From an optimization exercise on the open Yosys and OpenROAD flow, aimed at small area and a short achievable clock period; shortcuts taken in it are not production practice.
The RTL was checked by simulation tests, not by an equivalence proof against the original design.
Power is estimated from default activity; no workload was simulated.

==> branch nickel <==
==> flow/design.v <==
`timescale 1ns / 1ps
module ARM(
    input             clk,
    input             rst,
    output [63:0]     imem_addr,
    input  [31:0]     imem_data,
    input             imem_ready,
    output [63:0]     dmem_addr,
    output [63:0]     dmem_wdata,
    output            dmem_we,
    output            dmem_re,
    input  [63:0]     dmem_rdata,
    output            wb_we,
    output [4:0]      wb_reg,
    output [63:0]     wb_data
);
wire hit = imem_ready;
reg  [63:2] pc;
wire [63:2] pc_inc = pc + 62'd1;
assign imem_addr = {pc, 2'b00};
wire [10:0] f_op  = imem_data[31:21];
wire        f_ld  = f_op == 11'b11111000010;
wire        f_st  = f_op == 11'b11111000000;
wire        f_cbz = f_op[10:3] == 8'b10110100;
wire        f_add = f_op == 11'b10001011000;
wire        f_sub = f_op == 11'b11001011000;
wire        f_orr = f_op == 11'b10101010000;
wire [4:0]  f_r2  = imem_data[28] ? imem_data[4:0] : imem_data[20:16];
reg  [63:2] d_pc4;
reg  [13:0] d_hi;                        
reg  [4:0]  d_rn, d_r2, d_rd;
reg         d_ld, d_st, d_cbz, d_add, d_sub, d_orr;   
always @(posedge clk) begin
    if (rst) begin
        d_rn <= 5'd0; d_r2 <= 5'd0; d_rd <= 5'd0;
        d_ld <= 1'b0; d_st <= 1'b0; d_cbz <= 1'b0;
        d_add <= 1'b0; d_sub <= 1'b0; d_orr <= 1'b0;
    end else if (hit) begin
        d_rn <= imem_data[9:5]; d_r2 <= f_r2; d_rd <= imem_data[4:0];
        d_ld <= f_ld; d_st <= f_st; d_cbz <= f_cbz;
        d_add <= f_add; d_sub <= f_sub; d_orr <= f_orr;
    end
end
always @(posedge clk) begin
    if (hit) begin
        d_pc4 <= pc_inc;
        d_hi  <= imem_data[23:10];
    end
end
reg         w_we;
reg  [4:0]  w_rd;
reg  [63:0] w_data;
reg  [30:0] valid;
wire [30:0] wsel;
wire [63:0] rfq [0:30];
genvar gi;
generate
    for (gi = 0; gi < 31; gi = gi + 1) begin : R
        reg [63:0] q;
        assign wsel[gi] = w_we && (w_rd == gi);
        always @(posedge clk)
            if (wsel[gi]) q <= w_data;
        assign rfq[gi] = q;
    end
endgenerate
always @(posedge clk) begin
    if (rst) valid <= 31'd0;
    else     valid <= valid | wsel;
end
wire [30:0] keep = valid & ~wsel;
wire        byp_a = w_we && (w_rd == d_rn) && (d_rn != 5'd31) && !d_cbz;
wire        byp_b = w_we && (w_rd == d_r2) && (d_r2 != 5'd31);
reg [63:0] rd_a, rd_b;
integer i;
always @(*) begin
    rd_a = ({64{d_cbz}} & {d_pc4, 2'b00}) | ({64{byp_a}} & w_data);
    rd_b = {64{byp_b}} & w_data;
    for (i = 0; i < 31; i = i + 1) begin
        rd_a = rd_a | ({64{keep[i] && !d_cbz && d_rn == i}} & rfq[i]);
        rd_b = rd_b | ({64{keep[i] && d_r2 == i}} & rfq[i]);
    end
end
reg  [63:0] e_a, e_b;
reg  [18:0] e_imm;                       
reg  [4:0]  e_rd;
reg         e_re, e_we, e_rw, e_cbz;
reg         e_mem, e_sub, e_and, e_orr;
always @(posedge clk) begin
    if (rst) begin
        e_re <= 1'b0; e_we <= 1'b0; e_rw <= 1'b0; e_cbz <= 1'b0;
    end else if (hit) begin
        e_re  <= d_ld;
        e_we  <= d_st;
        e_rw  <= !(d_st || d_cbz);
        e_cbz <= d_cbz;
    end
end
always @(posedge clk) begin
    if (hit) begin
        e_a   <= rd_a;
        e_b   <= rd_b;
        e_imm <= {d_hi, d_rn};
        e_rd  <= d_rd;
        e_mem <= d_ld || d_st;
        e_sub <= d_sub;
        e_orr <= d_orr;
        e_and <= !(d_ld || d_st || d_cbz || d_add || d_sub || d_orr);
    end
end
wire [63:0] x_off = e_cbz ? {{43{e_imm[18]}}, e_imm, 2'b00}
                          : {{55{e_imm[15]}}, e_imm[15:7]};
wire [63:0] x_y   = (e_mem || e_cbz) ? x_off : (e_b ^ {64{e_sub}});
wire [64:0] x_sum = {e_a, e_sub} + {x_y, e_sub};
wire [63:0] x_res = e_and ? (e_a & e_b) :
                    e_orr ? (e_a | e_b) : x_sum[64:1];
wire        x_taken = e_cbz && (e_b == 64'd0);
reg  [63:0] m_res, m_wd;
reg  [4:0]  m_rd;
reg         m_re, m_we, m_rw, m_taken;
always @(posedge clk) begin
    if (rst) begin
        m_re <= 1'b0; m_we <= 1'b0; m_rw <= 1'b0; m_taken <= 1'b0;
    end else if (hit) begin
        m_re <= e_re; m_we <= e_we; m_rw <= e_rw; m_taken <= x_taken;
    end
end
always @(posedge clk) begin
    if (hit) begin
        m_res <= x_res;
        m_wd  <= e_b;
        m_rd  <= e_rd;
    end
end
assign dmem_addr  = m_res;
assign dmem_wdata = m_wd;
assign dmem_we    = m_we;
assign dmem_re    = m_re;
always @(posedge clk) begin
    if (rst)      pc <= 62'd0;
    else if (hit) pc <= m_taken ? m_res[63:2] : pc_inc;
end
always @(posedge clk) begin
    if (rst)      w_we <= 1'b0;
    else if (hit) w_we <= m_rw;
end
always @(posedge clk) begin
    if (hit) begin
        w_rd   <= m_rd;
        w_data <= m_re ? dmem_rdata : m_res;
    end
end
assign wb_we   = w_we;
assign wb_reg  = w_rd;
assign wb_data = w_data;
endmodule
==> flow/run.sh <==
#!/bin/bash
# synth_recipe.tcl (not shown) runs the flow's synth.tcl, then flattens the netlist and writes it again
# the make line also repeats each setting of config.mk as NAME=value (left out here)
make -C /OpenROAD-flow-scripts/flow DESIGN_CONFIG=/design/flow/config.mk WORK_HOME=/design/flow/orfs CLKGATE_MAP_FILE= SYNTH_SCRIPT=/design/flow/synth_recipe.tcl finish
==> flow/config.mk <==
export PLATFORM = sky130hd
export DESIGN_NAME = ARM
export DESIGN_NICKNAME = ARM
export VERILOG_FILES = /design/flow/design.v
export SDC_FILE = /design/flow/constraint.sdc
export NUM_CORES = 4
export LEC_CHECK = 0
export CAP_MARGIN = 20
export CORE_MARGIN = 2
export CORE_UTILIZATION = 40
export SLEW_MARGIN = 20
==> flow/constraint.sdc <==
create_clock -name core_clock -period 6.0 [get_ports {clk}]
set_input_delay 1.2000 -clock core_clock [delete_from_list [all_inputs] [get_ports {clk}]]
set_output_delay 1.2000 -clock core_clock [all_outputs]
set_load 0.01 [all_outputs]
==> inputs of branch cedar, as changes to branch nickel <==
--- a/flow/design.v
+++ b/flow/design.v
@@ -17,2 +17,8 @@
 wire hit = imem_ready;
+reg  [63:0] m_res, m_wd;
+reg  [4:0]  m_rd;
+reg         m_re, m_we, m_rw, m_taken;
+reg         w_we;
+reg  [4:0]  w_rd;
+reg  [63:0] w_data;
 reg  [63:2] pc;
@@ -28,26 +34,2 @@
 wire [4:0]  f_r2  = imem_data[28] ? imem_data[4:0] : imem_data[20:16];
-reg  [63:2] d_pc4;
-reg  [13:0] d_hi;                        
-reg  [4:0]  d_rn, d_r2, d_rd;
-reg         d_ld, d_st, d_cbz, d_add, d_sub, d_orr;   
-always @(posedge clk) begin
-    if (rst) begin
-        d_rn <= 5'd0; d_r2 <= 5'd0; d_rd <= 5'd0;
-        d_ld <= 1'b0; d_st <= 1'b0; d_cbz <= 1'b0;
-        d_add <= 1'b0; d_sub <= 1'b0; d_orr <= 1'b0;
-    end else if (hit) begin
-        d_rn <= imem_data[9:5]; d_r2 <= f_r2; d_rd <= imem_data[4:0];
-        d_ld <= f_ld; d_st <= f_st; d_cbz <= f_cbz;
-        d_add <= f_add; d_sub <= f_sub; d_orr <= f_orr;
-    end
-end
-always @(posedge clk) begin
-    if (hit) begin
-        d_pc4 <= pc_inc;
-        d_hi  <= imem_data[23:10];
-    end
-end
-reg         w_we;
-reg  [4:0]  w_rd;
-reg  [63:0] w_data;
 reg  [30:0] valid;
@@ -69,5 +51,43 @@
 end
-wire [30:0] keep = valid & ~wsel;
-wire        byp_a = w_we && (w_rd == d_rn) && (d_rn != 5'd31) && !d_cbz;
-wire        byp_b = w_we && (w_rd == d_r2) && (d_r2 != 5'd31);
+wire [30:0] f_keep;
+wire [30:0] f_sa, f_sb;
+genvar fi;
+generate
+    for (fi = 0; fi < 31; fi = fi + 1) begin : S
+        assign f_keep[fi] = (valid[fi] || wsel[fi]) && !(m_rw && m_rd == fi);
+        assign f_sa[fi]   = f_keep[fi] && !f_cbz && imem_data[9:5] == fi;
+        assign f_sb[fi]   = f_keep[fi] && f_r2 == fi;
+    end
+endgenerate
+reg  [63:2] d_pc4;
+reg  [13:0] d_hi;                        
+reg  [4:0]  d_rn, d_rd;
+reg  [30:0] d_sa, d_sb;
+reg         d_ld, d_st, d_cbz, d_add, d_sub, d_orr;   
+reg         d_byp_a, d_byp_b;
+always @(posedge clk) begin
+    if (rst) begin
+        d_rn <= 5'd0; d_rd <= 5'd0;
+        d_sa <= 31'd0; d_sb <= 31'd0;
+        d_byp_a <= 1'b0; d_byp_b <= 1'b0;
+        d_ld <= 1'b0; d_st <= 1'b0; d_cbz <= 1'b0;
+        d_add <= 1'b0; d_sub <= 1'b0; d_orr <= 1'b0;
+    end else if (hit) begin
+        d_rn <= imem_data[9:5]; d_rd <= imem_data[4:0];
+        d_sa <= f_sa;
+        d_sb <= f_sb;
+        d_byp_a <= m_rw && (m_rd == imem_data[9:5]) && (imem_data[9:5] != 5'd31) && !f_cbz;
+        d_byp_b <= m_rw && (m_rd == f_r2) && (f_r2 != 5'd31);
+        d_ld <= f_ld; d_st <= f_st; d_cbz <= f_cbz;
+        d_add <= f_add; d_sub <= f_sub; d_orr <= f_orr;
+    end
+end
+always @(posedge clk) begin
+    if (hit) begin
+        d_pc4 <= pc_inc;
+        d_hi  <= imem_data[23:10];
+    end
+end
+wire        byp_a = d_byp_a;
+wire        byp_b = d_byp_b;
 reg [63:0] rd_a, rd_b;
@@ -78,11 +98,15 @@
     for (i = 0; i < 31; i = i + 1) begin
-        rd_a = rd_a | ({64{keep[i] && !d_cbz && d_rn == i}} & rfq[i]);
-        rd_b = rd_b | ({64{keep[i] && d_r2 == i}} & rfq[i]);
+        rd_a = rd_a | ({64{d_sa[i]}} & rfq[i]);
+        rd_b = rd_b | ({64{d_sb[i]}} & rfq[i]);
     end
 end
-reg  [63:0] e_a, e_b;
-reg  [18:0] e_imm;                       
+wire        d_off_use = d_ld || d_st || d_cbz;
+wire [63:0] d_off     = d_cbz ? {{43{d_hi[13]}}, d_hi, d_rn, 2'b00}
+                              : {{55{d_hi[10]}}, d_hi[10:2]};
+wire [63:0] d_opa = rd_a ^ {64{d_sub}};
+wire [63:0] d_opy = d_off_use ? d_off : rd_b;
+reg  [63:0] e_t, e_g, e_b;                  
 reg  [4:0]  e_rd;
 reg         e_re, e_we, e_rw, e_cbz;
-reg         e_mem, e_sub, e_and, e_orr;
+reg         e_sub, e_and, e_orr;
 always @(posedge clk) begin
@@ -99,7 +123,6 @@
     if (hit) begin
-        e_a   <= rd_a;
+        e_t   <= d_opa | d_opy;
+        e_g   <= d_opa & d_opy;
         e_b   <= rd_b;
-        e_imm <= {d_hi, d_rn};
         e_rd  <= d_rd;
-        e_mem <= d_ld || d_st;
         e_sub <= d_sub;
@@ -109,12 +132,25 @@
 end
-wire [63:0] x_off = e_cbz ? {{43{e_imm[18]}}, e_imm, 2'b00}
-                          : {{55{e_imm[15]}}, e_imm[15:7]};
-wire [63:0] x_y   = (e_mem || e_cbz) ? x_off : (e_b ^ {64{e_sub}});
-wire [64:0] x_sum = {e_a, e_sub} + {x_y, e_sub};
-wire [63:0] x_res = e_and ? (e_a & e_b) :
-                    e_orr ? (e_a | e_b) : x_sum[64:1];
+genvar xl;
+generate
+    for (xl = 0; xl < 6; xl = xl + 1) begin : KS
+        wire [63:0] gi, pi, go, po;
+        if (xl == 0) begin : F
+            assign gi = e_g;
+            assign pi = e_t;
+        end else begin : N
+            assign gi = KS[xl-1].go;
+            assign pi = KS[xl-1].po;
+        end
+        assign go = gi | (pi & {gi[63-(1<<xl):0], {(1<<xl){1'b0}}});
+        assign po = pi & {pi[63-(1<<xl):0], {(1<<xl){1'b1}}};
+    end
+endgenerate
+wire [63:0] x_c   = {KS[5].go[62:0], 1'b0};
+wire        x_logic = e_and || e_orr;
+wire [63:0] x_lv    = e_and ? e_g : e_t;
+wire [63:0] x_ps    = (e_t & ~e_g) ^ {64{e_sub}};
+wire [63:0] x_r0    = x_logic ? x_lv : x_ps;
+wire [63:0] x_r1    = x_logic ? x_lv : ~x_ps;
+wire [63:0] x_res   = (x_c & x_r1) | (~x_c & x_r0);
 wire        x_taken = e_cbz && (e_b == 64'd0);
-reg  [63:0] m_res, m_wd;
-reg  [4:0]  m_rd;
-reg         m_re, m_we, m_rw, m_taken;
 always @(posedge clk) begin
==> flow/flow/run.sh (new file) <==
#!/bin/bash
# The standard layout, except that the port buffers are plain buffers
# (sky130_fd_sc_hd__buf_2) rather than the delay-cell buffers buffer_ports
# picks on its own. make's full output goes to standard.log; ORFS keeps each
# step's log under orfs/logs.
set -euo pipefail
bash standard.sh 'BUFFER_PORTS_ARGS=-buffer_cell sky130_fd_sc_hd__buf_2' finish > standard.log 2>&1
==> flow/standard.sh (new file) <==
#!/bin/bash
# synth_recipe.tcl (not shown) runs the flow's synth.tcl, then flattens the netlist and writes it again
# the make line also repeats each setting of config.mk as NAME=value (left out here)
make -C /OpenROAD-flow-scripts/flow DESIGN_CONFIG=/design/flow/config.mk WORK_HOME=/design/flow/orfs CLKGATE_MAP_FILE= SYNTH_SCRIPT=/design/flow/synth_recipe.tcl "${@:-finish}"
CORE_UTILIZATION = 55   (was 40)
CTS_CLUSTER_DIAMETER = 80   (was not set)
CTS_CLUSTER_SIZE = 20   (was not set)
SETUP_SLACK_MARGIN = 3.2   (was not set)
removed: flow/run.sh
==> inputs of branch quartz, as changes to branch nickel <==
--- a/flow/design.v
+++ b/flow/design.v
@@ -17,2 +17,8 @@
 wire hit = imem_ready;
+reg  [63:0] m_res, m_wd;
+reg  [4:0]  m_rd;
+reg         m_re, m_we, m_rw, m_taken;
+reg         w_we;
+reg  [4:0]  w_rd;
+reg  [63:0] w_data;
 reg  [63:2] pc;
@@ -28,26 +34,2 @@
 wire [4:0]  f_r2  = imem_data[28] ? imem_data[4:0] : imem_data[20:16];
-reg  [63:2] d_pc4;
-reg  [13:0] d_hi;                        
-reg  [4:0]  d_rn, d_r2, d_rd;
-reg         d_ld, d_st, d_cbz, d_add, d_sub, d_orr;   
-always @(posedge clk) begin
-    if (rst) begin
-        d_rn <= 5'd0; d_r2 <= 5'd0; d_rd <= 5'd0;
-        d_ld <= 1'b0; d_st <= 1'b0; d_cbz <= 1'b0;
-        d_add <= 1'b0; d_sub <= 1'b0; d_orr <= 1'b0;
-    end else if (hit) begin
-        d_rn <= imem_data[9:5]; d_r2 <= f_r2; d_rd <= imem_data[4:0];
-        d_ld <= f_ld; d_st <= f_st; d_cbz <= f_cbz;
-        d_add <= f_add; d_sub <= f_sub; d_orr <= f_orr;
-    end
-end
-always @(posedge clk) begin
-    if (hit) begin
-        d_pc4 <= pc_inc;
-        d_hi  <= imem_data[23:10];
-    end
-end
-reg         w_we;
-reg  [4:0]  w_rd;
-reg  [63:0] w_data;
 reg  [30:0] valid;
@@ -69,5 +51,43 @@
 end
-wire [30:0] keep = valid & ~wsel;
-wire        byp_a = w_we && (w_rd == d_rn) && (d_rn != 5'd31) && !d_cbz;
-wire        byp_b = w_we && (w_rd == d_r2) && (d_r2 != 5'd31);
+wire [30:0] f_keep;
+wire [30:0] f_sa, f_sb;
+genvar fi;
+generate
+    for (fi = 0; fi < 31; fi = fi + 1) begin : S
+        assign f_keep[fi] = (valid[fi] || wsel[fi]) && !(m_rw && m_rd == fi);
+        assign f_sa[fi]   = f_keep[fi] && !f_cbz && imem_data[9:5] == fi;
+        assign f_sb[fi]   = f_keep[fi] && f_r2 == fi;
+    end
+endgenerate
+reg  [63:2] d_pc4;
+reg  [13:0] d_hi;                        
+reg  [4:0]  d_rn, d_rd;
+reg  [30:0] d_sa, d_sb;
+reg         d_ld, d_st, d_cbz, d_add, d_sub, d_orr;   
+reg         d_byp_a, d_byp_b;
+always @(posedge clk) begin
+    if (rst) begin
+        d_rn <= 5'd0; d_rd <= 5'd0;
+        d_sa <= 31'd0; d_sb <= 31'd0;
+        d_byp_a <= 1'b0; d_byp_b <= 1'b0;
+        d_ld <= 1'b0; d_st <= 1'b0; d_cbz <= 1'b0;
+        d_add <= 1'b0; d_sub <= 1'b0; d_orr <= 1'b0;
+    end else if (hit) begin
+        d_rn <= imem_data[9:5]; d_rd <= imem_data[4:0];
+        d_sa <= f_sa;
+        d_sb <= f_sb;
+        d_byp_a <= m_rw && (m_rd == imem_data[9:5]) && (imem_data[9:5] != 5'd31) && !f_cbz;
+        d_byp_b <= m_rw && (m_rd == f_r2) && (f_r2 != 5'd31);
+        d_ld <= f_ld; d_st <= f_st; d_cbz <= f_cbz;
+        d_add <= f_add; d_sub <= f_sub; d_orr <= f_orr;
+    end
+end
+always @(posedge clk) begin
+    if (hit) begin
+        d_pc4 <= pc_inc;
+        d_hi  <= imem_data[23:10];
+    end
+end
+wire        byp_a = d_byp_a;
+wire        byp_b = d_byp_b;
 reg [63:0] rd_a, rd_b;
@@ -78,11 +98,13 @@
     for (i = 0; i < 31; i = i + 1) begin
-        rd_a = rd_a | ({64{keep[i] && !d_cbz && d_rn == i}} & rfq[i]);
-        rd_b = rd_b | ({64{keep[i] && d_r2 == i}} & rfq[i]);
+        rd_a = rd_a | ({64{d_sa[i]}} & rfq[i]);
+        rd_b = rd_b | ({64{d_sb[i]}} & rfq[i]);
     end
 end
-reg  [63:0] e_a, e_b;
-reg  [18:0] e_imm;                       
+wire        d_off_use = d_ld || d_st || d_cbz;
+wire [63:0] d_off     = d_cbz ? {{43{d_hi[13]}}, d_hi, d_rn, 2'b00}
+                              : {{55{d_hi[10]}}, d_hi[10:2]};
+reg  [63:0] e_a, e_b, e_y;
 reg  [4:0]  e_rd;
 reg         e_re, e_we, e_rw, e_cbz;
-reg         e_mem, e_sub, e_and, e_orr;
+reg         e_sub, e_and, e_orr;
 always @(posedge clk) begin
@@ -99,7 +121,6 @@
     if (hit) begin
-        e_a   <= rd_a;
+        e_a   <= rd_a ^ {64{d_sub}};    
         e_b   <= rd_b;
-        e_imm <= {d_hi, d_rn};
+        e_y   <= d_off_use ? d_off : rd_b;
         e_rd  <= d_rd;
-        e_mem <= d_ld || d_st;
         e_sub <= d_sub;
@@ -109,12 +130,6 @@
 end
-wire [63:0] x_off = e_cbz ? {{43{e_imm[18]}}, e_imm, 2'b00}
-                          : {{55{e_imm[15]}}, e_imm[15:7]};
-wire [63:0] x_y   = (e_mem || e_cbz) ? x_off : (e_b ^ {64{e_sub}});
-wire [64:0] x_sum = {e_a, e_sub} + {x_y, e_sub};
+wire [63:0] x_sum = e_a + e_y;
 wire [63:0] x_res = e_and ? (e_a & e_b) :
-                    e_orr ? (e_a | e_b) : x_sum[64:1];
+                    e_orr ? (e_a | e_b) : (x_sum ^ {64{e_sub}});
 wire        x_taken = e_cbz && (e_b == 64'd0);
-reg  [63:0] m_res, m_wd;
-reg  [4:0]  m_rd;
-reg         m_re, m_we, m_rw, m_taken;
 always @(posedge clk) begin
CTS_CLUSTER_DIAMETER = 80   (was not set)
CTS_CLUSTER_SIZE = 20   (was not set)
SETUP_SLACK_MARGIN = 2.5   (was not set)
==> notes <==
- Between branch quartz and branch nickel, the lower combinational power is in branch quartz (gap about 10%, measured against branch nickel).
- Against branch cedar, the clock skew of branch nickel is higher by 11 ps.
- The lowest die area belongs to branch cedar, the highest to branch quartz.
- Branch quartz ran to the end with no violations. Branch cedar reached the layout checks and failed them: antenna rules. Branch nickel completed without violations.
- First-iteration DRC count, highest first: branch cedar, branch nickel, branch quartz.
- Flip-flop and latch count is the same in branch cedar and branch quartz.
- Total power: branch quartz is lower than branch cedar (about 1.3%).
- The lowest register-to-register slack belongs to branch nickel, the highest to branch cedar.
- Between branch nickel and branch cedar, the lower final cell count is in branch cedar (gap about 2.3%, measured against branch cedar).
- The highest hold slack belongs to branch cedar, the lowest to branch nickel.
- Sequential power: branch quartz is larger than branch nickel (about 4%).

re-timing with driven ports:
The flow's constraints put no driver on any port. The routed layouts listed below were extracted and timed again, unchanged, in two steps.
Step 1: set_driving_cell puts a clkbuf_16 on clk and a buf_2 on each other input, an assumption about the parent block.
Step 2 moves the port delays by t, midway between the first and last clock arrival at a register: inputs arrive t later, outputs are due t later. That takes back most of the time a late clock gives input paths.
a / b / c = ideal / step 1 / step 2; a / b = the first two.
| run | t, ns | setup slack, ns | worst register clock-pin slew, ns | pins driven straight from the clock port |
|---|---|---|---|---|
| branch nickel | 0.978 | 0.729 / 0.729 / 0.729 | 0.07 / 0.07 | 1 |
| branch cedar | 0.982 | 2.751 / 2.751 / 2.452 | 0.10 / 0.10 | 1 |
| branch quartz | 0.971 | 2.426 / 2.399 / 1.814 | 0.09 / 0.09 | 1 |
For branch quartz, which loses most, drivers alone change the setup slack by -0.027 ns; drivers and shift together by -0.612 ns.
